Source: an optimization exercise on an open RTL-to-GDS flow (aim: small area and a short achievable clock period). Production flows keep margins and buffers that such runs may drop. Function was checked by simulation only, so behaviour that the tests miss may differ from the original.

==> flow/design.v (excerpt) <==
module simon32_64 (
  input  logic        clk, reset,
  input  logic        in_valid,
  input  logic [31:0] plaintext,
  input  logic [63:0] key,
  output logic        out_valid,
  output logic [31:0] ciphertext
);
Size in the first run: ~5100 cells after synthesis, about 130 I/O pins.
Settings: LEC_CHECK=0, CAP_MARGIN=20, CORE_MARGIN=2, CORE_UTILIZATION=55, GPL_TIMING_DRIVEN=0, PLACE_DENSITY=0.8, SETUP_SLACK_MARGIN=0.85, SLEW_MARGIN=20, SYNTH_HIERARCHICAL=1, SYNTH_MINIMUM_KEEP_SIZE=0; clock period 2.5 ns.
standard.sh (not shown) runs the stock make flow with config.mk's settings and CLKGATE_MAP_FILE= SYNTH_SCRIPT=/design/flow/synth_recipe.tcl, a recipe that flattens the netlist after the stock synthesis.
==> flow/flow/run.sh <==
#!/bin/bash
# The standard layout, except that the output ports get a fast buffer (buf_4) instead of the
# default port buffer; the input ports keep the default. Everything else is standard.sh as is.
set -euo pipefail
here=$(pwd)
bash standard.sh DONT_BUFFER_PORTS=1 PRE_GLOBAL_PLACE_TCL="$here/flow/ports.tcl" finish > "$here/flow_standard.log" 2>&1
==> flow/flow/ports.tcl <==
# Port buffers, placed where global_place.tcl would put them: inputs with the default cell,
# outputs with a fast buffer.
buffer_ports -inputs
buffer_ports -outputs -buffer_cell sky130_fd_sc_hd__buf_4
Change:
CTS_CLUSTER_DIAMETER = 80   (was not set)
CTS_CLUSTER_SIZE = 30   (was not set)
TNS_END_PERCENT = 0   (was not set)
Die area does not change.
Synthesized area does not change.
Clock-buffer cell count goes down by 143.
Setup slack got worse by 0.21 ns.

========
Setup of north:
simon32_64 again, from the RTL that the note above started with.
==> flow/config.mk <==
export PLATFORM = sky130hd
export DESIGN_NAME = simon32_64
export DESIGN_NICKNAME = simon32_64
export VERILOG_FILES = /design/flow/design.v
export SDC_FILE = /design/flow/constraint.sdc
export NUM_CORES = 4
export LEC_CHECK = 0
export CAP_MARGIN = 20
export CORE_MARGIN = 2
export CORE_UTILIZATION = 65
export CTS_CLUSTER_DIAMETER = 80
export CTS_CLUSTER_SIZE = 30
export GPL_TIMING_DRIVEN = 0
export PLACE_DENSITY = 0.8
export SETUP_SLACK_MARGIN = 0.9
export SLEW_MARGIN = 20
export SYNTH_HIERARCHICAL = 1
export SYNTH_MINIMUM_KEEP_SIZE = 0
==> flow/constraint.sdc <==
create_clock -name core_clock -period 2.5 [get_ports {clk}]
set_input_delay 0.5000 -clock core_clock [delete_from_list [all_inputs] [get_ports {clk}]]
set_output_delay 0.5000 -clock core_clock [all_outputs]
set_load 0.01 [all_outputs]
Scripts as last shown in full above: flow/flow/run.sh, flow/flow/ports.tcl
### north -> south
- CTS_CLUSTER_SIZE: 30 -> unset
- PLACE_DENSITY: 0.8 -> unset
- CTS_CLUSTER_DIAMETER: 80 -> unset
- SETUP_SLACK_MARGIN: 0.9 -> 1.0
- CORE_UTILIZATION: 65 -> 55
==> run notes <==
Per the final summary, south finished and its layout is clean on timing, DRC and antenna. Between north and south, die area increased. Per the comparison of south with north, routed wire length rose 14,000 µm, detailed route wirelength on metal3 fell 19%, cell area after placement rose 0.66%, die span in x rose about 9%. Clock buffer and inverter area fraction after layout on south is up relative to north. | pre-CTS setup slack | lower: south |. Overall fraction of global-route tracks in use down 2.7 points in south wrt north.

========
simon32_64 again, from the RTL that the note above started with.
Design simon32_64, start of the top module:
module simon32_64 (
  input  logic        clk, reset,
  input  logic        in_valid,
  input  logic [31:0] plaintext,
  input  logic [63:0] key,
  output logic        out_valid,
  output logic [31:0] ciphertext
);
==> flow/config.mk <==
export PLATFORM = sky130hd
export DESIGN_NAME = simon32_64
export DESIGN_NICKNAME = simon32_64
export VERILOG_FILES = /design/flow/design.v
export SDC_FILE = /design/flow/constraint.sdc
export NUM_CORES = 4
export LEC_CHECK = 0
export CAP_MARGIN = 20
export CORE_MARGIN = 2
export CORE_UTILIZATION = 65
export CTS_CLUSTER_DIAMETER = 80
export CTS_CLUSTER_SIZE = 30
export GPL_TIMING_DRIVEN = 0
export PLACE_DENSITY = 0.8
export SETUP_SLACK_MARGIN = 0.85
export SLEW_MARGIN = 20
export SYNTH_HIERARCHICAL = 1
export SYNTH_MINIMUM_KEEP_SIZE = 0
==> flow/constraint.sdc <==
create_clock -name core_clock -period 2.5 [get_ports {clk}]
set_input_delay 0.5000 -clock core_clock [delete_from_list [all_inputs] [get_ports {clk}]]
set_output_delay 0.5000 -clock core_clock [all_outputs]
set_load 0.01 [all_outputs]
Scripts as last shown in full above: flow/flow/run.sh, flow/flow/ports.tcl
The first run finished clean.
Change:
Settings changed: CTS_CLUSTER_DIAMETER 80 to not set, CTS_CLUSTER_SIZE 30 to not set, PLACE_DENSITY 0.8 to not set.
Result: Worst setup slack hardly moves; global-route usage goes up by 1.5 points.
Change:
Settings changed: CORE_UTILIZATION 65 to 55, SETUP_SLACK_MARGIN 0.85 to 0.8.
Result:
- The changed run finished with timing, DRC and antenna clean
- final area drops by 2.5%
- worst hold slack loses 33 ps
- die area went up by 18%
- utilization shrinks by 14 points
- global-route usage decreases by 6.5 points
- maximum frequency falls by 3.1%
- clock-buffer cell count rose by 28
- non-clock buffer count shrinks by 22
Change:
Settings changed: CORE_UTILIZATION 55 to 65, CTS_CLUSTER_DIAMETER set to 80, CTS_CLUSTER_SIZE set to 30, PLACE_DENSITY set to 0.8.
What happened: The changed run went through all stages and came out clean. Final area fell by a few percent. Critical path depth is higher by 1. Core utilization increases by 8.5 points. Fmax is about the same. Hold slack is better by 59 ps.

========
== violet ==
Starting RTL as in the previous note.
// simon32_64
module simon32_64 (
  input  logic        clk, reset,
  input  logic        in_valid,
  input  logic [31:0] plaintext,
  input  logic [63:0] key,
  output logic        out_valid,
  output logic [31:0] ciphertext
);
clock: 2.5 ns
lec_check: 0
cap_margin: 20
core_margin: 2
core_utilization: 65
cts_cluster_diameter: 80
cts_cluster_size: 30
gpl_timing_driven: 0
setup_slack_margin: 1.0
slew_margin: 20
synth_hierarchical: 1
synth_minimum_keep_size: 0
Scripts as last shown in full above: flow/flow/run.sh, flow/flow/ports.tcl
Here is what was changed in the inputs of maple compared with violet.
- PLACE_DENSITY now 0.8, previously not set
- SETUP_SLACK_MARGIN now 0.85, was 1.0
- GPL_ROUTABILITY_DRIVEN now 0, previously not set
==> flow/flow/run.sh <==
#!/bin/bash
# The standard layout, with two changes made just before global placement (flow/ports.tcl):
# the output ports get a fast buffer (buf_4) instead of the default port buffer, and every
# flip-flop starts at drive strength 2. Everything else is standard.sh as is.
set -euo pipefail
here=$(pwd)
bash standard.sh DONT_BUFFER_PORTS=1 PRE_GLOBAL_PLACE_TCL="$here/flow/ports.tcl" finish > "$here/flow_standard.log" 2>&1
diff --git a/flow/flow/ports.tcl b/flow/flow/ports.tcl
--- a/flow/flow/ports.tcl
+++ b/flow/flow/ports.tcl
@@ -4 +4,10 @@
 buffer_ports -outputs -buffer_cell sky130_fd_sc_hd__buf_4
+# Flip-flops at drive strength 2 (same cell type, stronger output).
+set n_ff2 0
+foreach inst [[ord::get_db_block] getInsts] {
+  if {[[$inst getMaster] getName] eq "sky130_fd_sc_hd__dfxtp_1"} {
+    replace_cell [get_cells [$inst getName]] sky130_fd_sc_hd__dfxtp_2
+    incr n_ff2
+  }
+}
+puts "ports.tcl: $n_ff2 flip-flops set to dfxtp_2"
maple completed end to end with timing, DRC and antenna clean.
As far as number of non-clock inverters goes, maple and violet are indistinguishable; the numbers are identical.
maple vs violet, beginning of the critical path: kq18_21[11] vs ct_q[21]
A cell type of the slowest stage on the worst timing path of sky130_fd_sc_hd__dfxtp_2 is what violet shows, while sky130_fd_sc_hd__dfxtp_4 belongs to maple.
The lower clock buffer count in the final layout of violet and maple is in maple.
maple ended up with a higher number of fill cells in the layout than violet did.
> inputs changed (maple -> delta)
- TNS_END_PERCENT newly set to 50
- CORE_UTILIZATION changed from 65 to 55
- GPL_ROUTABILITY_DRIVEN removed (was 0)
- SETUP_SLACK_MARGIN changed from 0.85 to 0.9
==> flow/flow/run.sh <==
#!/bin/bash
# The standard layout, except that the output ports get a fast buffer (buf_4) instead of the
# default port buffer; the input ports keep the default. Everything else is standard.sh as is.
set -euo pipefail
here=$(pwd)
bash standard.sh DONT_BUFFER_PORTS=1 PRE_GLOBAL_PLACE_TCL="$here/flow/ports.tcl" finish > "$here/flow_standard.log" 2>&1
==> flow/flow/ports.tcl <==
# Port buffers, placed where global_place.tcl would put them: inputs with the default cell,
# outputs with a fast buffer.
buffer_ports -inputs
buffer_ports -outputs -buffer_cell sky130_fd_sc_hd__buf_4
## What came out
Against maple, delta reports a post-route fraction of the period consumed by the critical path that is lower. The run showing the greater count of non-filler cells in the finished layout is delta. For delta, the class of the most critical setup path was reg -> out, unlike maple, where it was reg -> reg. delta vs. maple: average routed wire per standard cell shrank by 6.1%, shortest clock period the worst path allows after layout shrank by 0.028 ns. The number of antenna violations at the first check in global routing number comes out higher for maple vs delta. delta vs maple — synthesis-to-layout area growth rose 0.24 points. Every stage of the flow completed for delta, and the final layout passed the timing, design-rule and antenna checks. The global-route wire length before repair in delta was lower than what maple gave. There was hardly any difference in final design area excluding fillers between maple and delta. maple → delta: area of placed instances decreased by 1500 um^2 relative to the old numbers, final cell utilization of the core now sits lower.
[inputs] lagoon vs delta
- swapping 50 for 10 in TNS_END_PERCENT
- swapping 0.9 for 0.95 in SETUP_SLACK_MARGIN
## What came out
Via count of the first global-routing pass, lagoon vs delta: down slightly
Between lagoon and delta, the final worst-path cycle share is lower for delta.
lagoon vs. delta: wire length on met2 went down by 1.3%.
delta and lagoon ended up with roughly the same detailed-routing wirelength on met1.
Measured slew at the worst slew-check pin is higher on lagoon
Global-route usage essentially unchanged between delta and lagoon.
lagoon vs. delta: worst setup slack down 0.027 ns, wire length of the first global-routing pass flat, detailed-route via count flat, remaining max-slew budget at the tightest pin down 4.8 points.
Non-clock buffer count in lagoon vs delta: up 4

-- port drivers added, routing unchanged --
The results above use ideal ports. As a check the final layouts listed here were re-extracted and re-timed, cells and wires unchanged. Step 1 (the two cells are an assumption about what drives the block):
set clk [get_ports {clk}]
set_driving_cell -lib_cell sky130_fd_sc_hd__clkbuf_16 $clk
set_driving_cell -lib_cell sky130_fd_sc_hd__buf_2 [delete_from_list [all_inputs] $clk]
Step 2, shift: input delay + t, output delay - t, t = (earliest + latest rising clock arrival at the registers) / 2. This alone moves slack from input paths to output paths. a / b / c = ideal ports / drivers / drivers and shift; a / b = the first two.
run	t (ns)	slack for setup (ns)	hold WS [ns]	cell pins on the clock port's net
the first run of note 1	0.833	0.792 / 0.714 / 0.077	0.305 / 0.239 / 0.313	1
the second run of note 1	0.786	0.582 / 0.582 / -0.065	0.336 / 0.280 / 0.336	1
north	0.731	0.834 / 0.787 / 0.198	0.101 / 0.064 / 0.325	1
south	0.835	0.801 / 0.725 / 0.179	0.023 / -0.035 / 0.322	1
the first run of note 3	0.734	0.799 / 0.787 / 0.163	0.127 / 0.086 / 0.330	1
the second run of note 3	0.820	0.796 / 0.745 / 0.083	0.303 / 0.250 / 0.322	1
the third run of note 3	0.814	0.742 / 0.699 / 0.072	0.269 / 0.222 / 0.325	1
the fourth run of note 3	0.728	0.744 / 0.768 / 0.052	0.329 / 0.329 / 0.329	1
violet	0.770	0.820 / 0.745 / 0.230	0.078 / 0.029 / 0.332	1
maple	0.756	0.767 / 0.767 / 0.146	0.104 / 0.061 / 0.338	1
delta	0.790	0.795 / 0.715 / 0.151	0.135 / 0.076 / 0.326	1
lagoon	0.785	0.769 / 0.728 / 0.075	0.257 / 0.198 / 0.335	1
Met with ideal ports but missed after step 2: setup timing in the second run of note 1. The setup slack of the first run of note 1, which loses most, moves by -0.078 ns with the drivers and by -0.715 ns with both steps.
